What follows belongs to an exercise in optimizing a design on an open flow for small area, a short achievable clock period and few clock cycles; a production flow would make more cautious choices.
At most, simulation tests tie the RTL to the original design; equivalence was not proved.
Function not checked in run 3: the RTL went through the layout flow alone.
In every run shown here, the design's own scripts or RTL, not TritonCTS, make the clock network.
The clock input has no modelled driver; a real chip could not lean on it and would need a root buffer or a full tree.
Power and IR drop assume default switching activity.

**flow/check_ports.tcl**
```tcl
# Fail unless every signal port but the clock connects to exactly one cell,
# a buffer (as the standard flow leaves them).
read_db $::env(FINAL_ODB)
set block [ord::get_db_block]
set bad {}
foreach bt [$block getBTerms] {
  set net [$bt getNet]
  if {[$net getSigType] eq "POWER" || [$net getSigType] eq "GROUND"} { continue }
  if {[$bt getName] eq "clk"} { continue }
  set its [$net getITerms]
  set ok [expr {[llength $its] == 1}]
  foreach it $its {
    if {![string match "*buf*" [[[$it getInst] getMaster] getName]]} { set ok 0 }
  }
  if {!$ok} { lappend bad [$bt getName] }
}
if {[llength $bad] > 0} {
  puts "check_ports: ports without their own buffer: $bad"
  exit 1
}
puts "check_ports: every port has its own buffer"
```
**flow/mycts.tcl**
```tcl
# Clock tree built by hand: the clock port drives NR root buffers; each root
# drives its share of NL leaf buffers; each leaf drives the flip-flops of
# one region. Regions come from a size-balanced k-means on the flip-flop
# positions. With NR = 0 the port drives the leaf buffers directly.
proc mycts_kmeans {pts k} {
  set n [llength $pts]
  set cap [expr {int(ceil(double($n) / $k))}]
  set cent {}
  set xs [lsort -real -index 0 $pts]
  for {set c 0} {$c < $k} {incr c} { lappend cent [lindex $xs [expr {int(($c + 0.5) * $n / $k)}]] }
  for {set iter 0} {$iter < 40} {incr iter} {
    # balanced assignment: points in order of their best-distance advantage
    set cand {}
    set idx 0
    foreach p $pts {
      set ds {}
      for {set c 0} {$c < $k} {incr c} {
        set q [lindex $cent $c]
        lappend ds [list $c [expr {abs([lindex $p 0]-[lindex $q 0]) + abs([lindex $p 1]-[lindex $q 1])}]]
      }
      set ds [lsort -real -index 1 $ds]
      set gap [expr {$k > 1 ? [lindex $ds 1 1] - [lindex $ds 0 1] : 0}]
      lappend cand [list $idx $gap $ds]
      incr idx
    }
    set cand [lsort -real -decreasing -index 1 $cand]
    set cnt [lrepeat $k 0]
    set asg [lrepeat $n 0]
    foreach cd $cand {
      foreach d [lindex $cd 2] {
        set c [lindex $d 0]
        if {[lindex $cnt $c] < $cap} {
          lset asg [lindex $cd 0] $c
          lset cnt $c [expr {[lindex $cnt $c] + 1}]
          break
        }
      }
    }
    set newc {}
    for {set c 0} {$c < $k} {incr c} {
      set xl {}; set yl {}
      foreach p $pts a $asg { if {$a == $c} { lappend xl [lindex $p 0]; lappend yl [lindex $p 1] } }
      if {[llength $xl] > 0} {
        set xl [lsort -real $xl]; set yl [lsort -real $yl]
        set m [expr {[llength $xl] / 2}]
        lappend newc [list [lindex $xl $m] [lindex $yl $m]]
      } else { lappend newc [lindex $cent $c] }
    }
    set cent $newc
  }
  return [list $asg $cent]
}

proc mycts_inst_center {inst} {
  set b [$inst getBBox]
  return [list [expr {([$b xMin]+[$b xMax])/2.0}] [expr {([$b yMin]+[$b yMax])/2.0}]]
}

proc mycts_add_buf {block master name innet x y} {
  set inst [odb::dbInst_create $block $master $name]
  set net [odb::dbNet_create $block "${name}_net"]
  $net setSigType CLOCK
  [$inst findITerm A] connect $innet
  set out [$inst findITerm X]
  if {$out eq "NULL"} { set out [$inst findITerm Y] }
  $out connect $net
  # place with the cell centred on (x, y)
  set w [[$inst getMaster] getWidth]
  set h [[$inst getMaster] getHeight]
  $inst setLocation [expr {int($x - $w/2)}] [expr {int($y - $h/2)}]
  $inst setPlacementStatus PLACED
  return [list $inst $net]
}

proc my_cts {nr nl root_master leaf_master {clkname clk}} {
  set db [ord::get_db]
  set block [ord::get_db_block]
  set rm [$db findMaster $root_master]
  set lm [$db findMaster $leaf_master]
  set clknet [$block findNet $clkname]
  set sinks {}
  set pts {}
  foreach it [$clknet getITerms] {
    set inst [$it getInst]
    if {[[$inst getMaster] isSequential]} {
      lappend sinks $it
      lappend pts [mycts_inst_center $inst]
    }
  }
  lassign [mycts_kmeans $pts $nl] asg cent
  # roots
  set rootnets {}
  set rasg {}
  if {$nr > 0} {
    lassign [mycts_kmeans $cent $nr] rasg rcent
    for {set r 0} {$r < $nr} {incr r} {
      set q [lindex $rcent $r]
      lassign [mycts_add_buf $block $rm "mycts_root_$r" $clknet [lindex $q 0] [lindex $q 1]] inst net
      lappend rootnets $net
    }
  }
  for {set c 0} {$c < $nl} {incr c} {
    set q [lindex $cent $c]
    set innet $clknet
    if {$nr > 0} { set innet [lindex $rootnets [lindex $rasg $c]] }
    lassign [mycts_add_buf $block $lm "mycts_leaf_$c" $innet [lindex $q 0] [lindex $q 1]] inst net
    set cnt 0
    foreach it $sinks a $asg { if {$a == $c} { $it disconnect; $it connect $net; incr cnt } }
    puts "mycts: leaf $c at $q drives $cnt flip-flops"
  }
}

# Called from the patched cts.tcl in place of clock_tree_synthesis.
proc my_cts_auto {} {
  my_cts $::env(MYCTS_NR) $::env(MYCTS_NL) $::env(MYCTS_ROOT) $::env(MYCTS_LEAF)
}
```
**flow/run.sh**
```bash
#!/bin/bash
# Own layout flow: the standard ORFS flow (standard.sh; the synthesis is
# the standard one, run first on its own), with
#  - the make settings listed in flow/knobs.txt (one per line, @WORK@ stands
#    for the work folder): small port buffers and timing repair aimed past the
#    clock period;
#  - the clock tree built by flow/mycts.tcl instead of TritonCTS: the clock
#    port drives a few root cells, each driving some of the leaf cells, each
#    leaf driving the flip-flops of one region; every flip-flop has the same
#    cells on its clock path (two inverters: the clock keeps its polarity).
#    Only that call in a copy of ORFS's cts.tcl is changed.
# Each tool's full output goes to its ORFS log under orfs/logs/; make's own
# output goes to flow_make_*.log in the work folder.
set -euo pipefail
args=()
while IFS= read -r line; do
  [[ -z "$line" || "$line" == \#* ]] && continue
  args+=("${line//@WORK@/$PWD}")
done < flow/knobs.txt
bash standard.sh "${args[@]}" synth > flow_make_synth.log 2>&1
rm -rf myscripts
cp -r "$FLOW_HOME/scripts" myscripts
python3 - <<'PY'
p = 'myscripts/cts.tcl'
s = open(p).read()
old = 'log_cmd clock_tree_synthesis {*}$cts_args'
assert s.count(old) == 1
s = s.replace(old, 'source $::env(MYCTS_TCL)\nmy_cts_auto')
open(p, 'w').write(s)
PY
bash standard.sh "${args[@]}" "SCRIPTS_DIR=$PWD/myscripts" "MYCTS_TCL=$PWD/flow/mycts.tcl" finish > flow_make_finish.log 2>&1
# every port keeps its own buffer
FINAL_ODB=orfs/results/$FLOW_PLATFORM/linear_layer_with_mem/base/6_final.odb openroad -no_init -exit flow/check_ports.tcl > flow_check_ports.log 2>&1
```
**design.v**
```verilog
module linear_layer_with_mem #(
    parameter DATA_WIDTH    = 8,
    parameter W_WIDTH       = 8,
    parameter ACC_WIDTH     = 32,
    parameter ADDR_WIDTH    = 8,
    parameter DATABUS_WIDTH = 32,
    parameter N = 8,
    parameter M = 8
)(
    input  wire clk,
    input  wire rst,
    input  wire start,
    input  wire [ADDR_WIDTH-1:0] activ_base,
    input  wire [ADDR_WIDTH-1:0] weight_base,
    input  wire [ADDR_WIDTH-1:0] bias_base,
    input  wire [ADDR_WIDTH-1:0] output_base,
    output reg mem_w,
    output reg mem_sel,
    output reg done,
    output reg out_valid,
    output wire [ADDR_WIDTH-1:0]    address_bus,
    input  wire [DATABUS_WIDTH-1:0] data_bus_in,
    output wire [DATABUS_WIDTH-1:0] data_bus_out,
    input  wire                     ready
);
    localparam PH_IDLE = 3'b100, PH_ACT = 3'b000, PH_BIAS = 3'b001,
               PH_WGT = 3'b010, PH_OUT = 3'b011, PH_DONE = 3'b111;
    reg [2:0] phase;
    reg [2:0] i, j;        
    reg [3:0] st;          
    wire      busy = |st;
    reg       rdy_q, rdy_qq, rdy_q3;   
    reg [7:0]  act [0:7];
    reg [8:0]  wq;         
    reg [15:0] bl;         
    reg        pneg;       
    wire       psgn = bl[15];   
    reg [31:0] r;
    reg [7:0]  address;
    assign address_bus  = address;
    assign data_bus_out = r;
    wire xfer = mem_sel & ready;
    wire [2:0] trip = wq[2:0];
    wire [7:0] a = act[0];
    wire s_neg = trip[2] & ~(trip[1] & trip[0]);
    wire s_one = trip[1] ^ trip[0];
    wire s_two = (trip[2] & ~trip[1] & ~trip[0]) | (~trip[2] & trip[1] & trip[0]);
    wire [9:0] ppx = (({10{s_one}} & {{2{a[7]}}, a}) |
                      ({10{s_two}} & {a[7], a, 1'b0})) ^ {10{s_neg}};
    reg  [15:0] bsh;
    always @* begin
        bsh = ({16{st[0]}} & {{6{ppx[9]}}, ppx}) |
              ({16{st[1]}} & {{4{ppx[9]}}, ppx, {2{s_neg}}}) |
              ({16{st[2]}} & {{2{ppx[9]}}, ppx, {4{s_neg}}}) |
              ({16{st[3]}} & {ppx, {6{s_neg}}});
    end
    wire [15:0] bl_n   = busy ? bsh : 16'd0;
    wire        pneg_n = busy & s_neg;
    wire [15:0] lsum;
    wire        c16;
    llwm_add16 u_add (.a(r[15:0]), .b(bl), .ci(pneg), .s(lsum), .co(c16));
    wire [15:0] hpm;
    llwm_hi u_hi (.h(r[31:16]), .sgn(psgn), .o(hpm));
    wire [31:0] sum = {r[31:16] ^ (hpm & {16{c16 ^ psgn}}), lsum};
    reg [7:0] nbase;
    always @* begin
        case (phase[1:0])
            2'd0: nbase = activ_base;
            2'd1: nbase = bias_base;
            2'd2: nbase = weight_base;
            default: nbase = output_base;
        endcase
    end
    wire [5:0] off  = {i & {3{phase[1] & ~phase[0]}}, j | (i & {3{phase[0]}})};
    wire [5:0] offg = off & {6{rdy_q3}};
    wire [7:0] addr_n = (phase[2] | rdy_qq) ? nbase : address + {2'd0, offg};
    wire stopped = phase[2];
    wire [1:0] region = phase[1:0];
    wire last_w = (phase == PH_WGT) & (j == 3'd7);
    always @(posedge clk or posedge rst) begin
        if (rst) begin
            phase <= PH_IDLE;
            i <= 0; j <= 0; st <= 0;
            rdy_q <= 0; rdy_qq <= 0; rdy_q3 <= 0;
            mem_sel <= 0; mem_w <= 0;
            done <= 0; out_valid <= 0;
        end else begin
            rdy_q <= xfer;
            rdy_qq <= rdy_q;
            rdy_q3 <= rdy_qq;
            out_valid <= mem_w & (xfer | rdy_q);
            mem_w <= (phase == PH_OUT);
            st <= {st[2:0], xfer & (phase == PH_WGT)};
            if (xfer && phase == PH_OUT && i == 3'd7) done <= 1;
            if (stopped)
                mem_sel <= (region == 2'd0) & start;
            else
                mem_sel <= ~xfer & ~done & ~(rdy_q & last_w) & ~(rdy_qq & (region == 2'd3));
            if (stopped) begin
                if (region == 2'd0 && start) phase[2] <= 1'b0;
            end else if (rdy_q && region == 2'd3 && i == 3'd7)
                phase[2] <= 1'b1;
            if (!stopped && rdy_q) begin
                case (region)
                    2'd0: begin
                        j <= j + 3'd1;
                        if (j == 3'd7) phase[1:0] <= 2'd1;
                    end
                    2'd1: phase[1:0] <= 2'd2;
                    2'd2: begin
                        j <= j + 3'd1;
                        if (j == 3'd7) phase[1:0] <= 2'd3;
                    end
                    default: begin
                        i <= i + 3'd1;
                        if (i != 3'd7) phase[1:0] <= 2'd1;
                    end
                endcase
            end
        end
    end
    wire rot = st[3];
    wire act_ph = (phase == PH_ACT);
    wire act_last = rdy_q & (j == 3'd7);
    integer n;
    always @(posedge clk) begin
        address <= addr_n;
        wq <= busy ? {2'b00, wq[8:2]} : {data_bus_in[7:0], 1'b0};
        bl <= bl_n;
        pneg <= pneg_n;
        if (act_ph && !act_last)
            act[7] <= data_bus_in[7:0];
        else if (rot)
            act[7] <= act[0];
        if ((act_ph && rdy_q && !act_last) || rot)
            for (n = 0; n < 7; n = n + 1) act[n] <= act[n+1];
        r <= (phase == PH_BIAS && !rdy_q) ? data_bus_in : sum;
    end
endmodule
module llwm_add16 (
    input  wire [15:0] a,
    input  wire [15:0] b,
    input  wire        ci,
    output wire [15:0] s,
    output wire        co
);
    wire [15:0] g0 = a & b;
    wire [15:0] p0 = a ^ b;
    reg  [15:0] G, P;
    integer lv, n;
    always @* begin
        G = g0; P = p0;
        for (lv = 0; lv < 4; lv = lv + 1)
            for (n = 0; n < 16; n = n + 1)
                if ((n % (2 << lv)) == (2 << lv) - 1) begin
                    G[n] = G[n] | (P[n] & G[n - (1 << lv)]);
                    P[n] = P[n] & P[n - (1 << lv)];
                end
        for (lv = 2; lv >= 0; lv = lv - 1)
            for (n = 0; n < 16; n = n + 1)
                if ((n % (2 << lv)) == (1 << lv) - 1 && n >= (2 << lv)) begin
                    G[n] = G[n] | (P[n] & G[n - (1 << lv)]);
                    P[n] = P[n] & P[n - (1 << lv)];
                end
    end
    wire [16:0] c = {G | (P & {16{ci}}), ci};
    assign s  = p0 ^ c[15:0];
    assign co = c[16];
endmodule
module llwm_hi (
    input  wire [15:0] h,
    input  wire        sgn,
    output wire [15:0] o
);
    wire [15:0] t = h ^ {16{sgn}};
    wire [15:0] m;
    assign m[0] = 1'b1;
    genvar gi;
    generate for (gi = 1; gi < 16; gi = gi + 1) begin : pre
        assign m[gi] = m[gi-1] & t[gi-1];
    end endgenerate
    assign o = m;
endmodule
```
**config.mk**
```make
export PLATFORM = sky130hd
export DESIGN_NAME = linear_layer_with_mem
export DESIGN_NICKNAME = linear_layer_with_mem
export VERILOG_FILES = /design/flow/design.v
export SDC_FILE = /design/flow/constraint.sdc
export NUM_CORES = 8
export LEC_CHECK = 0
export ABC_AREA = 1
export CAP_MARGIN = 20
export CORE_MARGIN = 2
export CORE_UTILIZATION = 65
export GPL_ROUTABILITY_DRIVEN = 0
export SLEW_MARGIN = 20
```
**standard.sh**
```bash
#!/bin/bash
# synth_recipe.tcl (not shown) runs the flow's synth.tcl, then flattens the netlist and writes it again
# the make line also repeats each setting of config.mk as NAME=value (left out here)
make -C /OpenROAD-flow-scripts/flow DESIGN_CONFIG=/design/flow/config.mk WORK_HOME=/design/flow/orfs CLKGATE_MAP_FILE= SYNTH_SCRIPT=/design/flow/synth_recipe.tcl "${@:-finish}"
```
**flow/knobs.txt**
```
BUFFER_PORTS_ARGS=-buffer_cell sky130_fd_sc_hd__buf_1
SETUP_SLACK_MARGIN=8.08
SKIP_BUFFER_REMOVAL=1
MYCTS_NR=4
MYCTS_NL=8
MYCTS_ROOT=sky130_fd_sc_hd__clkinv_8
MYCTS_LEAF=sky130_fd_sc_hd__clkinv_8
```
**constraint.sdc**
```tcl
create_clock -name core_clock -period 11.0 [get_ports {clk}]
set_input_delay 2.2000 -clock core_clock [delete_from_list [all_inputs] [get_ports {clk}]]
set_output_delay 2.2000 -clock core_clock [all_outputs]
set_load 0.01 [all_outputs]
```
==> summary.md, run 1 <==
| Metric | Value |
|---|---|
| # setup viols final | 0 |
| Die width | 108 um |
| Synthesized instance count | 780 |
| Slew HR | 43.6% |
| Drt pass-1 iters | 7 |
| R2r setup slk | 8.30 ns |
| Total Nets Final | 991 |
| Slowest cell on the critical path | dfxtp_1 |
| Post-route cell area | 7780 sq um |
| Cell family with most CP delay | flip-flops |
| Hold Crit Class | flip-flop to flip-flop |
| Drt wl/cell | 14.3 um |
| DR iter-0 viols | 467 |
| Power per cell area | 293 nW/um^2 |
| Post-DP HPWL | 10.6 mm |
| Diodes inserted | 0 |
| Initial core utilization | 67.5% |
| CORE AREA | 10400 sq um |
| Commonest non-fill, non-tap cell in the layout | nand2_1 |
| Total Neg Setup Slack | 0 ns |
| Fmax | 346 MHz |
| CP max stage delay | 0.37 ns |
| Tot GR Track Use | 25.0% |
| Number of global-route vias before repair | 5355 |
| Final hold violation count | 0 |
| CP Launch Type | flip-flop |
| Max-slew violation count | 0 |
| Worst vdd ir | 0.183 mV |
| Wirelength, routed | 14.6 mm |
| Number of synthesized flops with an enable pin | 64 |
| Status | complete, no violations |
| Setup bufs post-CTS | 0 |
| Port bufs | 111 |
| Yosys reg bits | 149 |
| Post-placement cell area | 7550 sq um |
| Height of the die | 108 um |
| P_leak | 3.43 nW |
| Share of cells above drive strength 1 | 8.68% |
| First-pass GRT wire length | 23.8 mm |
| Min-delay src | act[1][3]$_DFFE_PP_ |
| Total vias in the final route | 5610 |
| RSZ-0062 raised after global routing | no |
| Syn-to-layout area delta | 10.7% |
| Period utilization | 26.3% |
| Final clock skew | 0.0267 ns |
| Post-synth ARST share | 13.4% |
| Unique masters post-synth | 49 |
| Antenna-violating nets left | 0 |
| Min-Delay Path Depth | 0 |
| Crit path capture type | output pin |
| Critical path cell sequence | buf_1 |
| Setup CP Type | flip-flop to output pin |
| DRC violations left | 0 |
| Top Ports | 112 |
| DP Worst Slack | 8.15 ns |
| Post-Syn Area | 7030 sq um |
| Yosys warnings | 3 |
| Gr ovfl total | 0 |
| Syn nets | 882 |
| Reg2reg path depth | 5 |
| Worst Path Required | 8.80 ns |
| Worst path arrival time | 0.69 ns |
| Minimum clock period | 2.89 ns |
| Most frequent cells in the layout | nand2_1 (209), buf_1 (99), inv_1 (95) |
| Setup ws final | 8.11 ns |
| Max-cap violations | 0 |
| Pin count of the biggest net entering global routing | 57 |
| Worst-Skew Late Latency | 0.16 ns |
| Worst-path maximum fanout | 3 |
| RR Endpoint | act[6][0]$_DFFE_PP_ |
| Initial antenna violation count | 0 |
| Die Footprint | 11700 sq um |
| Worst path buffer plus inverter count | 1 |
| Main flop type after synthesis | dfxtp_1 |
| Vias per inst | 5.48 |
| Hold Path Sink | act[0][3]$_DFFE_PP_ |
| Seq/Total Area, Yosys | 53.0% |
| Row count | 37 |
| Origin of the critical flop-to-flop path | phase[0]$_DFFE_PP0P_ |
| Mapped Avg Cell Area | 9.01 sq um |
| CTS clk-pin slew, worst paths | 0.08 ns |
| Slew at the pin with the worst max-slew slack | 0.843 ns |
## timing repair
action	4_1_cts	5_1_grt
hold buffers	0	0
setup endpoints to repair	0	75
gates resized for setup	0	25
## worst max-delay path by stage
stage                         startpoint                   to  slack, ns  depth (start not counted)
finish                     r[24]$_DFF_P_     data_bus_out[24]       8.11                          1
global route          address[6]$_DFF_P_       address_bus[6]       8.08                          1
CTS                 phase[0]$_DFFE_PP0P_  act[4][2]$_DFFE_PP_       8.15                          5
detailed placement  phase[0]$_DFFE_PP0P_  act[4][2]$_DFFE_PP_       8.15                          5
global placement          data_bus_in[6]  act[7][6]$_DFFE_PP_       8.16                          3
floorplan                 weight_base[1]   address[1]$_DFF_P_       8.34                          4
## flip-flops by register name (all words and copies together) (netlist names), 3 cells and up
name,cells
st,4
r,32
j,3
wq,9
i,3
address,8
phase,3
act,64
bl,15
## per-stage QoR
stage	total power [W]	utilization [%]	hold WS, ns	cells
finish	0.00228	74.7	0.400	1023
global route	0.00248	74.7	0.418	1023
CTS	0.00223	74.4	0.405	1023
detailed placement	0.00202	72.5	0.405	1011
global placement	0.00197	72.5	0.401	1011
floorplan	0.00174	-	0.375	780
## report_power, final
| group | total (W) | switching (W) | internal [W] |
|---|---|---|---|
| Clock | 0.000243 | 0.000194 | 0.0000489 |
| Sequential | 0.000994 | 0.000139 | 0.000855 |
| Combinational | 0.00104 | 0.000681 | 0.000363 |
| Total | 0.00228 | 0.00101 | 0.00127 |
## cells in the mapped netlist, types with 3 or more instances
| cell type | number | share of area (%) |
|---|---|---|
| a21boi_0 | 3 | 0.32 |
| a21oi_1 | 29 | 2.1 |
| a31o_2 | 5 | 0.62 |
| buf_2 | 5 | 0.36 |
| buf_6 | 3 | 0.48 |
| clkbuf_1 | 9 | 0.48 |
| dfrtp_1 | 19 | 6.8 |
| dfxtp_1 | 65 | 19 |
| edfxtp_1 | 64 | 27 |
| ha_1 | 32 | 5.7 |
| inv_1 | 95 | 5.1 |
| inv_2 | 5 | 0.27 |
| nand2_1 | 209 | 11 |
| nand2_2 | 4 | 0.36 |
| nand2_4 | 3 | 0.48 |
| nand3_1 | 49 | 3.5 |
| nand4_1 | 4 | 0.36 |
| nor2_1 | 37 | 2.0 |
| nor2_2 | 3 | 0.27 |
| nor3_1 | 3 | 0.21 |
| o2111ai_1 | 6 | 0.75 |
| o211ai_1 | 7 | 0.75 |
| o21ai_0 | 50 | 3.6 |
| o21ai_1 | 7 | 0.50 |
| o21bai_1 | 5 | 0.53 |
| o221ai_1 | 3 | 0.37 |
| o22ai_1 | 11 | 0.98 |
| or2_2 | 4 | 0.36 |
| xnor2_1 | 8 | 1.0 |
| xor2_1 | 10 | 1.2 |
## kinds of logic (layout without fill, tap and decap cells)
logic type | count (synthesis) | after routing | synth area share (%)
mux | 1 | 1 | 0.160
fa+ha+maj | 34 | 34 | 6.26
compound gates | 134 | 134 | 11.4
buf+inv | 119 | 226 | 6.82
flops | 149 | 149 | 53.0
xor+xnor | 18 | 18 | 2.24
simple gates | 325 | 325 | 20.2
## cell type report
class | count | area, sq um
well taps | 136 | 170
flip-flops and latches | 149 | 3740
fillers | 756 | 2630
inverters | 112 | 571
repair buffers | 114 | 454
multi-input cells | 512 | 2850
## layer usage
layer | part of all wire (%) | wire length (um) | vias up | global-route usage, %
met3 | 6.4 | 940 | 26 | 3.01
met2 | 48 | 7020 | 208 | 43.8
met1 | 43 | 6340 | 2581 | 33.2
met5 | 0 | 0 | - | 0
li1 | - | - | 2795 | -
met4 | 2.1 | 304 | 0 | 6.32
Testbench counts, summed over its fixed seeds: cycles 85,824.
==> run 2: changes to the inputs <==
--- a/config.mk
+++ b/config.mk
@@ -10,4 +10,3 @@
 export CORE_MARGIN = 2
 export CORE_UTILIZATION = 65
-export GPL_ROUTABILITY_DRIVEN = 0
 export SLEW_MARGIN = 20
==> summary.md, run 2 <==
| Metric | Value |
|---|---|
| Placed instance count | 1011 (unchanged) |
| Max-cap violations | 0 (unchanged) |
| Drt wl/cell | 14.2 um (-0.62%) |
| Power per cell area | 292 nW/um^2 (-0.15%) |
| Mapped Avg Cell Area | 9.01 sq um (unchanged) |
| Drt pass-1 iters | 5 (-2) |
| Top flop regs | act x64, r x32, bl x15 |
| Post-Syn Area | 7030 sq um (unchanged) |
| Initial core utilization | 67.5% (unchanged) |
| Worst-Skew Late Latency | 0.14 ns (-0.02 ns) |
| Diodes inserted | 0 (unchanged) |
| Period utilization | 26.3% (about the same) |
| Worst Path Required | 8.80 ns (about the same) |
| Yosys reg bits | 149 (unchanged) |
| Die width | 108 um (unchanged) |
| Tot GR Track Use | 24.7% (-0.29 points) |
| Final hold violation count | 0 (unchanged) |
| CP Launch Type | flip-flop |
| Seq/Total Area, Yosys | 53.0% (unchanged) |
| Top reg by flops | act |
| Syn nets | 882 (unchanged) |
| Slew at the pin with the worst max-slew slack | 0.827 ns (-0.0165 ns) |
| Worst-path maximum fanout | 3 (unchanged) |
| Total vias in the final route | 5593 (-0.30%) |
| Critical path cell sequence | buf_1 |
| Syn-to-layout area delta | 10.7% (about the same) |
| Setup CP Type | flip-flop to output pin |
| Number of global-route vias before repair | 5178 (-3.3%) |
| Total power | 0.00228 W (-0.20%) |
| Area contributors post-synth | edfxtp_1 (27%), dfxtp_1 (19%), nand2_1 (11%) |
| Total Nets Final | 991 (unchanged) |
| Slowest cell on the critical path | dfxtp_1 |
| Hold Crit Class | flip-flop to flip-flop |
| DR iter-0 viols | 445 (-4.7%) |
| Total Neg Setup Slack | 0 ns (unchanged) |
| FILL cells | 798 (+5.6%) |
| Main flop type after synthesis | dfxtp_1 |
| Cts hold-fix bufs | 0 (unchanged) |
| Synth Area in Adders | 6.26% (unchanged) |
| Antenna-violating nets left | 0 (unchanged) |
| Wirelength, routed | 14.5 mm (-0.62%) |
| Cell family with most CP delay | flip-flops |
| Area share of the largest cell type after synthesis | 27.3% (unchanged) |
| Gr ovfl total | 0 (unchanged) |
| Non-Filler Instances | 1023 (unchanged) |
| Most frequent cells in the layout | nand2_1 (209), buf_1 (101), inv_1 (95) |
| Post-Synth XOR/XNOR Area | 2.24% (unchanged) |
| Post-DP HPWL | 10.6 mm (-0.14%) |
| Top Ports | 112 (unchanged) |
| First-pass GRT wire length | 23.5 mm (-1.3%) |
| Max reg flops | 64 (unchanged) |
| Crit path capture type | output pin |
| CP max stage delay | 0.38 ns (about the same) |
| # setup viols final | 0 (unchanged) |
| Worst path arrival time | 0.69 ns (about the same) |
| Most frequent cell after synthesis | nand2_1 |
| Simple-gate share of the synthesized area | 20.2% (unchanged) |
| Status | complete, no violations |
| Worst vdd ir | 0.200 mV (+9.2%) |
| Worst path buffer plus inverter count | 1 (unchanged) |
| RSZ-0062 raised after global routing | no |
| Unique masters post-synth | 49 (unchanged) |
| Minimum clock period | 2.89 ns (+0.00225 ns) |
| Synthesized instance count | 780 (unchanged) |
| Final clock skew | 0.0153 ns (-0.0114 ns) |
| Max-slew violation count | 0 (unchanged) |
| Initial antenna violation count | 0 (unchanged) |
| P_leak | 3.42 nW (-0.19%) |
| Pin count of the biggest net entering global routing | 57 (unchanged) |
| Fmax | 346 MHz (about the same) |
| Vias per inst | 5.47 (-0.30%) |
| Compound-gate portion of the synthesized area | 11.4% (unchanged) |
| Routability congestion estimate | 0.836 |
| Largest family of logic cells by synthesized area | simple AND/OR/NAND/NOR gates |
| Slew HR | 44.7% (+1.1 points) |
| Synth area leader | edfxtp_1 |
| Number of synthesized flops with an enable pin | 64 (unchanged) |
| CTS clk-pin slew, worst paths | 0.08 ns (about the same) |
| Mux cell area share after synthesis | 0.160% (unchanged) |
| Share of cells above drive strength 1 | 8.34% (-0.34 points) |
| Row count | 37 (unchanged) |
| Die Footprint | 11700 sq um (unchanged) |
| Synth cell count leaders | nand2_1 (209), inv_1 (95), dfxtp_1 (65) |
| CORE AREA | 10400 sq um (unchanged) |
| Commonest non-fill, non-tap cell in the layout | nand2_1 |
| DRC violations left | 0 (unchanged) |
| Post-synth ARST share | 13.4% (unchanged) |
| Height of the die | 108 um (unchanged) |
| Port bufs | 111 (unchanged) |
| Yosys warnings | 3 (unchanged) |
[run 2: cell types whose count changed in the layout (fill, tap and decap cells not counted), sizes merged]
| cell | previous run | this run |
|---|---|---|
| buf | 102 | 104 |
| clkbuf | 12 | 10 |
[run 2: per-stage QoR]
| step | hold WS (ns) | util, % | cell area, sq um | worst slack (ns) |
|---|---|---|---|---|
| floorplan | 0.375 | - | 7040 | 8.34 |
| global placement | 0.401 | 72.5 | 7550 | 8.16 |
| detailed placement | 0.405 | 72.5 | 7550 | 8.14 |
| CTS | 0.405 | 74.4 | 7750 | 8.14 |
| global route | 0.417 | 74.7 | 7780 | 8.08 |
| finish | 0.406 | 74.7 | 7780 | 8.11 |
[run 2: power by group]
part	internal [W]	switching [W]
logic	0.000363	0.000680
registers	0.000855	0.000137
clock network	0.0000492	0.000191
total	0.00127	0.00101
[run 2: metal layers]
metal	wire length, um	vias up	track usage, %
li1	-	2799	-
met1	6320	2552	34.0
met2	6900	214	42.8
met3	964	28	2.47
met4	317	0	5.40
met5	0	-	0
[run 2: path summary, 6_finish.rpt]
path | start | endpoint | slack, ns | depth (start not counted)
min reg2reg | act[1][2]$_DFFE_PP_ | act[0][2]$_DFFE_PP_ | 0.41 | 0
min | act[1][2]$_DFFE_PP_ | act[0][2]$_DFFE_PP_ | 0.41 | 0
max | r[26]$_DFF_P_ | data_bus_out[26] | 8.11 | 1
max reg2reg | phase[0]$_DFFE_PP0P_ | act[6][6]$_DFFE_PP_ | 8.33 | 5
min in group asynchronous | rst | phase[0]$_DFFE_PP0P_ | 2.15 | 2
max in group asynchronous | rst | mem_w$_DFF_PP0_ | 8.38 | 2
[run 2: cells by family (layout without fill, tap and decap cells)]
logic type | after synthesis | count (layout)
buf+inv | 119 | 226
compound gates | 134 | 134
fa+ha+maj | 34 | 34
xor+xnor | 18 | 18
mux | 1 | 1
flops | 149 | 149
simple gates | 325 | 325
[run 2: final cells by class]
type	count	area [sq um]	share of cell area, %
inverter	112	571	7.33
timing repair buffer	114	452	5.80
sequential	149	3740	48.0
multi-input combinational	512	2850	36.6
tap	136	170	2.19
[run 2: what timing repair did]
action                                 4_1_cts  5_1_grt
setup endpoints to repair                    0       74
setup buffers                                0        0
gates resized for setup                      0       22
endpoints found under the hold margin        0        0
==> run 3: changes to the inputs <==
--- a/design.v
+++ b/design.v
@@ -62,5 +62,5 @@
     wire [15:0] hpm;
     llwm_hi u_hi (.h(r[31:16]), .sgn(psgn), .o(hpm));
-    wire [31:0] sum = {r[31:16] ^ (hpm & {16{c16 ^ psgn}}), lsum};
+    wire [31:0] sum = {(c16 ^ psgn) ? r[31:16] ^ hpm : r[31:16], lsum};
     reg [7:0] nbase;
     always @* begin
==> summary.md, run 3 <==
| Metric | Value |
|---|---|
| Status | complete, no violations |
| CP Launch Type | flip-flop |
| Top reg by flops | act |
| Unique masters post-synth | 45 (-8.2%) |
| DRC violations left | 0 (unchanged) |
| Power per cell area | 299 nW/um^2 (+2.3%) |
| Mapped Avg Cell Area | 9.58 sq um (+6.3%) |
| Wirelength, routed | 14.3 mm (-1.7%) |
| Final clock skew | 0.0282 ns (+0.0129 ns) |
| Post-synth ARST share | 13.4% (unchanged) |
| Hold Path Sink | act[0][5]$_DFFE_PP_ |
| Slew at the pin with the worst max-slew slack | 1.00 ns (+0.174 ns) |
| Row count | 37 (unchanged) |
| Slew HR | 33.0% (-12 points) |
| M2 GR Usage | 43.0% (+0.18 points) |
| Die Footprint | 11600 sq um (-0.91%) |
| Routing usage on met3 | 2.48% (+0.010 points) |
| Initial core utilization | 67.2% (-0.34 points) |
| Syn-to-layout area delta | 12.9% |
| Critical path cell sequence | clkbuf_2 |
| Antenna-violating nets left | 0 (unchanged) |
| Yosys reg bits | 149 (unchanged) |
| Period utilization | 27.2% (+0.90 points) |
| Post-DP HPWL | 10.1 mm (-4.8%) |
| Area contributors post-synth | edfxtp_1 (34%), dfxtp_1 (14%), nand2_1 (10%) |
| Pin count of the biggest net entering global routing | 57 (unchanged) |
| Drt pass-1 iters | 7 (+2) |
| CP max stage delay | 0.47 ns (+0.09 ns) |
| Diodes inserted | 0 (unchanged) |
| Die width | 108 um (-0.45%) |
| Share of cells above drive strength 1 | 9.25% (+0.91 points) |
| Slowest cell on the critical path | edfxtp_1 |
| # setup viols final | 0 (unchanged) |
| Post-Syn Area | 6960 sq um (-0.94%) |
| Max-slew violation count | 0 (unchanged) |
| Tot GR Track Use | 24.3% (-0.43 points) |
| Height of the die | 108 um (-0.45%) |
| Synth area leader | edfxtp_1 |
| DP Worst Slack | 7.74 ns (-0.399 ns) |
| Synthesized instance count | 727 (-6.8%) |
| CORE AREA | 10400 sq um (-0.44%) |
| Setup CP Type | flip-flop to output pin |
| Area share of the largest cell type after synthesis | 34.5% (+7.2 points) |
| Max reg flops | 64 (unchanged) |
| Setup ws final | 8.01 ns (-0.0994 ns) |
| Worst-path maximum fanout | 4 (+1) |
| Total vias in the final route | 5397 (-3.5%) |
| Met1 Use GR | 32.5% (-1.5 points) |
| Gr ovfl total | 0 (unchanged) |
| Initial antenna violation count | 1 (+1) |
| Seq/Total Area, Yosys | 55.8% (+2.8 points) |
| Top flop regs | act x64, r x32, bl x15 |
| Main flop type after synthesis | edfxtp_1 |
| Number of global-route vias before repair | 5083 (-1.8%) |
| Cell family with most CP delay | flip-flops |
| Origin of the critical flop-to-flop path | phase[1]$_DFFE_PP0P_ |
| Drt wl/cell | 14.4 um (+1.6%) |
| Worst-Skew Late Latency | 0.15 ns (about the same) |
| R2r setup slk | 8.29 ns (-0.04 ns) |
| Total Neg Setup Slack | 0 ns (unchanged) |
| Port bufs | 111 (unchanged) |
| Max-cap violations | 0 (unchanged) |
| Yosys warnings | 3 (unchanged) |
| Cts hold-fix bufs | 0 (unchanged) |
| Most frequent cell after synthesis | nand2_1 |
| Min-delay src | act[1][5]$_DFFE_PP_ |
| Vias per inst | 5.45 (-0.29%) |
| Commonest non-fill, non-tap cell in the layout | nand2_1 |
| Worst vdd ir | 0.165 mV (-17%) |
| Min-Delay Path Depth | 0 (unchanged) |
| Syn nets | 829 (-6.0%) |
| Global route hottest layer | met2 |
| Fmax | 334 MHz (-3.3%) |
| Worst path buffer plus inverter count | 1 (unchanged) |
| Most frequent cells in the layout | nand2_1 (187), buf_1 (99), edfxtp_1 (80) |
| Total Nets Final | 958 (-3.3%) |
| Reg2reg path depth | 7 (+2) |
| Worst Path Required | 8.80 ns (about the same) |
| CTS clk-pin slew, worst paths | 0.08 ns (about the same) |
| RR Endpoint | r[20]$_DFFE_PP_ |
| First-pass GRT wire length | 22.8 mm (-3.0%) |
| Fin util | 75.8% (+1.1 points) |
| Number of synthesized flops with an enable pin | 80 (+25%) |
| DR iter-0 viols | 389 (-13%) |
| Top Ports | 112 (unchanged) |
| Worst path arrival time | 0.79 ns (+0.10 ns) |
| Final hold violation count | 0 (unchanged) |
| Crit path capture type | output pin |
| Hold Crit Class | flip-flop to flip-flop |
| Synth cell count leaders | nand2_1 (187), edfxtp_1 (80), inv_1 (77) |
| P_leak | 3.40 nW (-0.49%) |
| Minimum clock period | 2.99 ns (+0.0994 ns) |
| Routability congestion estimate | 0.897 (+7.3%) |
| RSZ-0062 raised after global routing | yes |
run 3: cell types whose count changed after synthesis, sizes merged, moves of 2 or more:
cell | before | now
nand2 | 216 | 191
inv | 100 | 78
nand3 | 51 | 33
dfxtp | 65 | 49
edfxtp | 64 | 80
o21ai | 59 | 70
xor2 | 10 | 18
or2 | 5 | 11
buf | 10 | 6
clkinv | 0 | 2
nor2 | 41 | 39
o21bai | 5 | 3
run 3: layer usage:
layer	part of all wire [%]	routed length, um	up-vias
li1	-	-	2693
met5	0	0	-
met3	6.0	862	23
met1	44	6210	2486
met2	49	6920	195
met4	1.9	265	0
run 3: logic make-up (layout without fill, tap and decap cells):
family,Yosys count,in the layout,synth area share (%)
simple gates,283,283,17.4
flops,149,149,55.8
compound gates,139,139,11.7
buf+inv,96,223,5.48
fa+ha+maj,34,34,6.32
xor+xnor,25,25,3.14
mux,1,1,0.162
run 3: worst max-delay path by stage:
stage,start,to,cells past startpoint,slack [ns]
after floorplan,r[17]$_DFFE_PP_,data_bus_out[17],0,8.31
after global placement,phase[1]$_DFFE_PP0P_,r[16]$_DFFE_PP_,7,7.94
after detailed placement,phase[1]$_DFFE_PP0P_,r[16]$_DFFE_PP_,7,7.74
after CTS,phase[0]$_DFFE_PP0P_,act[5][2]$_DFFE_PP_,5,8.09
after global routing,r[19]$_DFFE_PP_,data_bus_out[19],1,7.98
final,r[19]$_DFFE_PP_,data_bus_out[19],1,8.01
run 3: final cells by class:
class	instances	area (sq um)
Fill cell	754	2510
Inverter	92	502
Multi-Input combinational cell	482	2720
Sequential cell	149	3890
Tap cell	136	170
Timing Repair Buffer	131	582
run 3: power breakdown:
group / internal (W) / switching, W / leakage, nW
Combinational: 0.000399 / 0.000682 / 1.91
Clock: 0.0000494 / 0.000197 / 0.0827
Sequential: 0.000891 / 0.000134 / 1.41
Total: 0.00134 / 0.00101 / 3.40
run 3: what timing repair did:
item,CTS,global route
setup buffers,0,18
gates resized for setup,2,14
setup endpoints to repair,16,74
run 3: metrics by stage:
step                std cells  hold WS [ns]  total power, W  instance area (sq um)
global route              990         0.418         0.00255                   7860
CTS                       972         0.405         0.00224                   7710
global placement          960         0.401         0.00199                   7510
finish                    990         0.405         0.00235                   7860
detailed placement        960         0.405         0.00204                   7510
floorplan                 727         0.352         0.00177                   6980
==> run 4: changes to the inputs <==
--- a/design.v
+++ b/design.v
@@ -62,5 +62,5 @@
     wire [15:0] hpm;
     llwm_hi u_hi (.h(r[31:16]), .sgn(psgn), .o(hpm));
-    wire [31:0] sum = {(c16 ^ psgn) ? r[31:16] ^ hpm : r[31:16], lsum};
+    wire [31:0] sum = {r[31:16] ^ (hpm & {16{c16 ^ psgn}}), lsum};
     reg [7:0] nbase;
     always @* begin
==> flow/knobs.txt (replaced) <==
BUFFER_PORTS_ARGS=-buffer_cell sky130_fd_sc_hd__buf_1
SETUP_SLACK_MARGIN=8.15
SKIP_BUFFER_REMOVAL=1
MYCTS_NR=4
MYCTS_NL=8
MYCTS_ROOT=sky130_fd_sc_hd__clkinv_8
MYCTS_LEAF=sky130_fd_sc_hd__clkinv_8
POST_GLOBAL_PLACE_TCL=@WORK@/flow/post_gpl.tcl
OUTBUF_CELL=sky130_fd_sc_hd__buf_2
OUTFF_DRIVE=2
==> flow/post_gpl.tcl (new file) <==
# Resize the output ports' buffers (inserted by buffer_ports) to OUTBUF_CELL
# and, with OUTFF_DRIVE set, the flip-flops driving them to that drive
# strength (same cell type).
set block [ord::get_db_block]
set nb 0
set nf 0
foreach bt [$block getBTerms] {
  if {[$bt getIoType] ne "OUTPUT"} { continue }
  foreach it [[$bt getNet] getITerms] {
    set inst [$it getInst]
    if {![string match "*buf*" [[$inst getMaster] getName]]} { continue }
    if {[info exists ::env(OUTBUF_CELL)]} {
      replace_cell [get_cells [$inst getName]] $::env(OUTBUF_CELL)
      incr nb
    }
    if {[info exists ::env(OUTFF_DRIVE)]} {
      set in [$inst findITerm A]
      foreach d [[$in getNet] getITerms] {
        if {![$d isOutputSignal]} { continue }
        set dm [[$d getInst] getMaster]
        if {![$dm isSequential]} { continue }
        set nm [regsub {_[0-9]+$} [$dm getName] "_$::env(OUTFF_DRIVE)"]
        if {$nm ne [$dm getName]} {
          replace_cell [get_cells [[$d getInst] getName]] $nm
          incr nf
        }
      }
    }
  }
}
puts "post_gpl: $nb output buffers resized, $nf flip-flops resized"
==> summary.md, run 4 <==
| Metric | Value |
|---|---|
| Initial core utilization | 67.5% (+0.34 points) |
| Total Neg Setup Slack | 0 ns (unchanged) |
| Row count | 37 (unchanged) |
| Diodes inserted | 0 (unchanged) |
| Pin count of the biggest net entering global routing | 57 (unchanged) |
| Wirelength, routed | 14.8 mm (+3.8%) |
| Share of cells above drive strength 1 | 17.1% (+7.9 points) |
| Main flop type after synthesis | dfxtp_1 |
| Antenna-violating nets left | 0 (unchanged) |
| Top reg by flops | act |
| Crit path capture type | output pin |
| Min-Delay Path Depth | 0 (unchanged) |
| Cell family with most CP delay | flip-flops |
| CORE AREA | 10400 sq um (+0.45%) |
| Most frequent cell after synthesis | nand2_1 |
| Non-Filler Instances | 1034 (+4.4%) |
| Number of synthesized flops with an enable pin | 64 (-20%) |
| Yosys warnings | 3 (unchanged) |
| Unique masters post-synth | 49 (+8.9%) |
| Tot GR Track Use | 25.1% (+0.79 points) |
| Final hold violation count | 0 (unchanged) |
| Area share of the largest cell type after synthesis | 27.3% (-7.2 points) |
| Placed instance count | 1011 (+5.3%) |
| P_sw | 0.00102 W (+0.91%) |
| R2r setup slk | 8.37 ns (+0.08 ns) |
| Port bufs | 111 (unchanged) |
| Mapped Avg Cell Area | 9.01 sq um (-5.9%) |
| Reg2reg path depth | 14 (+7) |
| Seq/Total Area, Yosys | 53.0% (-2.8 points) |
| Vias per inst | 5.49 (+0.64%) |
| # setup viols final | 0 (unchanged) |
| Power per cell area | 294 nW/um^2 (-1.7%) |
| Drt pass-1 iters | 5 (-2) |
| Setup CP Type | flip-flop to output pin |
| Slew at the pin with the worst max-slew slack | 0.840 ns (-0.161 ns) |
| Min-delay src | act[1][3]$_DFFE_PP_ |
| Slowest cell on the critical path | dfrtp_2 |
| Post-placement cell area | 7660 sq um (+2.1%) |
| Commonest non-fill, non-tap cell in the layout | nand2_1 |
| RR Endpoint | address[7]$_DFF_P_ |
| CTS clk-pin slew, worst paths | 0.08 ns (about the same) |
| First-pass GRT wire length | 23.7 mm (+4.1%) |
| Most frequent cells in the layout | nand2_1 (209), inv_1 (94), buf_1 (67) |
| Synth cell count leaders | nand2_1 (209), inv_1 (95), dfxtp_1 (65) |
| Top Ports | 112 (unchanged) |
| Max-slew violation count | 0 (unchanged) |
| Status | complete, no violations |
| Total vias in the final route | 5673 (+5.1%) |
| Number of global-route vias before repair | 5265 (+3.6%) |
| Origin of the critical flop-to-flop path | phase[0]$_DFFE_PP0P_ |
| RSZ-0062 raised after global routing | yes |
| Post-DP HPWL | 10.6 mm (+5.9%) |
| Gr ovfl total | 0 (unchanged) |
| Fin util | 77.1% (+1.2 points) |
| DR iter-0 viols | 373 (-4.1%) |
| CP Launch Point | mem_w$_DFF_PP0_ |
| Post-route cell area | 8030 sq um (+2.1%) |
| Fmax | 343 MHz (+2.7%) |
| Max reg flops | 64 (unchanged) |
| Area contributors post-synth | edfxtp_1 (27%), dfxtp_1 (19%), nand2_1 (11%) |
| Total power | 0.00236 W (+0.36%) |
| Critical path cell sequence | buf_6 |
| CP Launch Type | flip-flop |
| Worst Path Required | 8.80 ns (about the same) |
| CP max stage delay | 0.42 ns (-0.05 ns) |
| Post-synth ARST share | 13.4% (unchanged) |
| Cts hold-fix bufs | 0 (unchanged) |
| Synthesized instance count | 780 (+7.3%) |
| Worst vdd ir | 0.184 mV (+11%) |
| Hold Path Sink | act[0][3]$_DFFE_PP_ |
| Combinational share of power | 47.4% (+1.4 points) |
| Clk network pwr share | 10.3% (-0.2 points) |
| Height of the die | 108 um (+0.46%) |
| Max-cap violations | 0 (unchanged) |
| Total Nets Final | 1002 (+4.6%) |
| Minimum clock period | 2.91 ns (-0.0786 ns) |
| Die Footprint | 11700 sq um (+0.91%) |
| Synth area leader | edfxtp_1 |
| Slew HR | 43.8% (+11 points) |
| Top flop regs | act x64, r x32, bl x15 |
| Worst-Skew Late Latency | 0.17 ns (+0.02 ns) |
| Final clock skew | 0.0363 ns (+0.00813 ns) |
| Cell internal pwr | 0.00134 W (about the same) |
| Initial antenna violation count | 0 (-1) |
| Sw Ratio | 43.3% (+0.24 points) |
| Sequential power share | 42.3% (-1.3 points) |
| Hold Crit Class | flip-flop to flip-flop |
| Period utilization | 26.5% (-0.71 points) |
| Drt wl/cell | 14.3 um (-0.64%) |
| Worst path buffer plus inverter count | 1 (unchanged) |
| DRC violations left | 0 (unchanged) |
| Die width | 108 um (+0.46%) |
| Syn-to-layout area delta | 14.2% |
| Syn nets | 882 (+6.4%) |
| Worst path arrival time | 0.71 ns (-0.08 ns) |
| Post-Syn Area | 7030 sq um (+0.95%) |
| P_leak | 3.59 nW (+5.5%) |
| Worst-path maximum fanout | 2 (-2) |
| Yosys reg bits | 149 (unchanged) |
==> run 4: how the worst max path moves through the flow <==
stage,end,cells past startpoint,slack [ns]
3_5_place_dp,mem_sel$_DFF_PP0_,2,8.08
6_report,mem_w,1,8.09
3_3_place_gp,act[7][4]$_DFFE_PP_,3,8.16
5_1_grt,mem_w,1,8.08
2_1_floorplan,address[1]$_DFF_P_,4,8.34
4_1_cts,act[7][0]$_DFFE_PP_,3,8.16
==> run 4: power by group through the flow <==
stage	combinational (W)	sequential (W)	clock, W
final	0.00112	0.000999	0.000243
after global routing	0.00127	0.00102	0.000271
after CTS	0.00106	0.00102	0.000188
after detailed placement	0.00105	0.00101	0
after global placement	0.000981	0.000985	0
after floorplan	0.000752	0.000993	0
==> run 4: per-layer routing <==
metal | part of all wire, % | up-vias | global-route usage (%)
li1 | - | 2817 | -
met2 | 49 | 209 | 43.4
met3 | 6.8 | 29 | 3.19
met5 | 0 | - | 0
met4 | 2.2 | 0 | 6.23
met1 | 42 | 2618 | 33.7
==> run 4: repair_timing <==
| action | 4_1_cts | 5_1_grt |
|---|---|---|
| endpoints found under the hold margin | 0 | 0 |
| pin swaps | 1 | 0 |
| buffers inserted | 0 | 11 |
| setup endpoints to repair | 77 | 75 |
| gates resized for setup | 4 | 19 |
==> run 4: logic make-up after synthesis <==
kind of cell             after synthesis  synth area share (%)
multiplexers                           1                 0.160
XOR/XNOR                              18                  2.24
buffers and inverters                119                  6.82
adder cells (fa/ha/maj)               34                  6.26
flip-flops                           149                  53.0
AO/OA/AOI/OAI                        134                  11.4
AND/OR/NAND/NOR                      325                  20.2
==> run 4: layout make-up <==
type / count / area [sq um]
Timing Repair Buffer: 125 / 639
Sequential cell: 149 / 3790
Tap cell: 136 / 170
Fill cell: 718 / 2390
Inverter: 112 / 574
Multi-Input combinational cell: 512 / 2850
==> run 4: metrics by stage <==
stage	hold WS, ns	setup WS (ns)
floorplan	0.375	8.34
global placement	0.401	8.16
detailed placement	0.394	8.08
CTS	0.405	8.16
global route	0.416	8.08
finish	0.400	8.09
Testbench counts of run 4, summed over its fixed seeds: cycles 85,824.
==> run 5: changes to the inputs <==
--- a/flow/knobs.txt
+++ b/flow/knobs.txt
@@ -7,4 +7,3 @@
 MYCTS_LEAF=sky130_fd_sc_hd__clkinv_8
 POST_GLOBAL_PLACE_TCL=@WORK@/flow/post_gpl.tcl
-OUTBUF_CELL=sky130_fd_sc_hd__buf_2
 OUTFF_DRIVE=2
==> summary.md, run 5 <==
| Metric | Value |
|---|---|
| Vias per inst | 5.49 (about the same) |
| Max-cap violations | 0 (unchanged) |
| Power per cell area | 294 nW/um^2 (about the same) |
| Min-Delay Path Depth | 0 (unchanged) |
| Slowest cell on the critical path | dfrtp_2 |
| Largest family of logic cells by synthesized area | simple AND/OR/NAND/NOR gates |
| Synth area leader | edfxtp_1 |
| Final hold violation count | 0 (unchanged) |
| Top reg by flops | act |
| Worst vdd ir | 0.168 mV (-8.6%) |
| Compound-gate portion of the synthesized area | 11.4% (unchanged) |
| Syn nets | 882 (unchanged) |
| Area contributors post-synth | edfxtp_1 (27%), dfxtp_1 (19%), nand2_1 (11%) |
| Status | complete, no violations |
| Height of the die | 108 um (unchanged) |
| Multi-input gate area | 2850 sq um (unchanged) |
| Minimum clock period | 2.89 ns (-0.0194 ns) |
| Initial antenna violation count | 0 (unchanged) |
| Synth Area in Adders | 6.26% (unchanged) |
| Worst-Skew Late Latency | 0.15 ns (-0.02 ns) |
| Gr ovfl total | 0 (unchanged) |
| Total Neg Setup Slack | 0 ns (unchanged) |
| CTS clk-pin slew, worst paths | 0.07 ns (about the same) |
| Yosys warnings | 3 (unchanged) |
| Mapped Avg Cell Area | 9.01 sq um (unchanged) |
| Slew at the pin with the worst max-slew slack | 0.825 ns (-0.0149 ns) |
| P_leak | 3.57 nW (-0.67%) |
| DRC violations left | 0 (unchanged) |
| Commonest non-fill, non-tap cell in the layout | nand2_1 |
| Number of global-route vias before repair | 5235 (-0.57%) |
| Simple-gate share of the synthesized area | 20.2% (unchanged) |
| Number of synthesized flops with an enable pin | 64 (unchanged) |
| Slew HR | 44.8% (+1.0 points) |
| Fin util | 76.9% (-0.17 points) |
| Total area of sequential cells | 3800 sq um (+0.16%) |
| Worst path buffer plus inverter count | 1 (unchanged) |
| Synthesized instance count | 780 (unchanged) |
| Wirelength, routed | 14.8 mm (+0.23%) |
| Post-Syn Area | 7030 sq um (unchanged) |
| Mux cell area share after synthesis | 0.160% (unchanged) |
| Max reg flops | 64 (unchanged) |
| Cell family with most CP delay | flip-flops |
| Drt pass-1 iters | 5 (unchanged) |
| Initial core utilization | 67.5% (unchanged) |
| Top Ports | 112 (unchanged) |
| Top flop regs | act x64, r x32, bl x15 |
| Total Nets Final | 1000 (-0.20%) |
| CORE AREA | 10400 sq um (unchanged) |
| Setup ws final | 8.11 ns (+0.0194 ns) |
| Fmax | 346 MHz (+0.67%) |
| RSZ-0062 raised after global routing | yes |
| Yosys reg bits | 149 (unchanged) |
| WP depth | 1 (unchanged) |
| Post-DP HPWL | 10.7 mm (about the same) |
| Most frequent cells in the layout | nand2_1 (209), inv_1 (94), buf_1 (72) |
| Unique masters post-synth | 49 (unchanged) |
| Main flop type after synthesis | dfxtp_1 |
| Worst-path maximum fanout | 2 (unchanged) |
| CP Launch Type | flip-flop |
| Pin count of the biggest net entering global routing | 57 (unchanged) |
| Worst Path Required | 8.80 ns (about the same) |
| Reg2reg path depth | 5 (-9) |
| Final clock skew | 0.0182 ns (-0.0182 ns) |
| DR iter-0 viols | 488 (+31%) |
| Post-Synth XOR/XNOR Area | 2.24% (unchanged) |
| Area share of the largest cell type after synthesis | 27.3% (unchanged) |
| Worst path arrival time | 0.69 ns (-0.02 ns) |
| FILL cells | 744 (+3.6%) |
| DP Worst Slack | 8.10 ns (+0.0228 ns) |
| CP max stage delay | 0.42 ns (about the same) |
| Die width | 108 um (unchanged) |
| Critical path cell sequence | buf_6 |
| Diodes inserted | 0 (unchanged) |
| Antenna-violating nets left | 0 (unchanged) |
| # setup viols final | 0 (unchanged) |
| Die Footprint | 11700 sq um (unchanged) |
| Synth cell count leaders | nand2_1 (209), inv_1 (95), dfxtp_1 (65) |
| Period utilization | 26.3% (-0.18 points) |
| Setup CP Type | flip-flop to output pin |
| Post-synth ARST share | 13.4% (unchanged) |
| Row count | 37 (unchanged) |
| Share of cells above drive strength 1 | 16.5% (-0.63 points) |
| Total vias in the final route | 5663 (-0.18%) |
| Tot GR Track Use | 24.8% (-0.25 points) |
| Most frequent cell after synthesis | nand2_1 |
| Syn-to-layout area delta | 13.9% |
| Crit path capture type | output pin |
| First-pass GRT wire length | 23.5 mm (-0.87%) |
| Seq/Total Area, Yosys | 53.0% (unchanged) |
| Port bufs | 111 (unchanged) |
| Hold Crit Class | flip-flop to flip-flop |
| Cts hold-fix bufs | 0 (unchanged) |
| Drt wl/cell | 14.4 um (+0.42%) |
| Max-slew violation count | 0 (unchanged) |
run 5: repair_timing:
action	CTS	global route
resized for setup	3	70
setup buffers	0	9
cloned	0	0
setup endpoints to repair	70	98
run 5: kinds of logic after synthesis:
family          after synthesis
simple gates                325
flops                       149
compound gates              134
buf+inv                     119
fa+ha+maj                    34
xor+xnor                     18
mux                           1
run 5: layer usage:
layer / global-route usage, % / up-vias / wire length, um
li1: - / 2822 / -
met1: 34.2 / 2606 / 6380
met2: 42.9 / 205 / 7210
met3: 2.89 / 30 / 941
met4: 4.95 / 0 / 297
met5: 0 / - / 0
run 5: metrics by stage:
step	std cells	area [sq um]	hold slack, ns	total power, W
5_1_grt	1032	8010	0.424	0.00255
6_report	1032	8010	0.417	0.00235
3_3_place_gp	1011	7550	0.401	0.00197
4_1_cts	1023	7810	0.405	0.00224
3_5_place_dp	1011	7610	0.400	0.00204
2_1_floorplan	780	7040	0.375	0.00174
run 5: power breakdown:
part | total (W) | internal (W) | leakage (nW) | switching (W)
registers | 0.00100 | 0.000872 | 1.39 | 0.000129
logic | 0.00111 | 0.000411 | 2.09 | 0.000700
clock network | 0.000242 | 0.0000491 | 0.0827 | 0.000193
total | 0.00235 | 0.00133 | 3.57 | 0.00102
run 5: layout make-up:
cell class                 instances  share of cell area [%]
tap                              136                    2.12
sequential                       149                    47.4
timing repair buffer             123                    7.69
multi-input combinational        512                    35.6
inverter                         112                    7.17
run 5: path summary, 6_finish.rpt:
kind                                             to  slack (ns)                  from
worst max-delay path                          mem_w        8.11       mem_w$_DFF_PP0_
worst min-delay path            act[5][5]$_DFFE_PP_        0.42   act[6][5]$_DFFE_PP_
worst max register to register  act[6][5]$_DFFE_PP_        8.42  phase[0]$_DFFE_PP0P_
worst min register to register  act[5][5]$_DFFE_PP_        0.42   act[6][5]$_DFFE_PP_
max in group asynchronous        phase[2]$_DFF_PP1_        8.61                   rst
min in group asynchronous          i[2]$_DFFE_PP0P_        2.07                   rst

[what the ideal ports hide]
In the flow no input, the clock included, has a driving cell. The finished layouts below were timed again as built, in two steps. Step 1 assumes that a clkbuf_16 drives the clock port and a buf_2 every other input. Step 2 also shifts input and output timing later by t, the mid clock arrival at the registers, as if the neighbouring blocks saw the same clock. Three values: ideal ports, drivers, drivers and shift; two values: the first two.
run	t (ns)	setup slack, ns	pins driven straight from the clock port
run 1	0.274	8.109 / 7.976 / 8.143	4
run 2	0.273	8.107 / 7.970 / 8.134	4
run 3	0.283	8.008 / 7.862 / 8.094	4
run 4	0.279	8.086 / 7.955 / 8.139	4
run 5	0.275	8.106 / 7.968 / 8.134	4
After both steps every run listed still meets setup and hold.
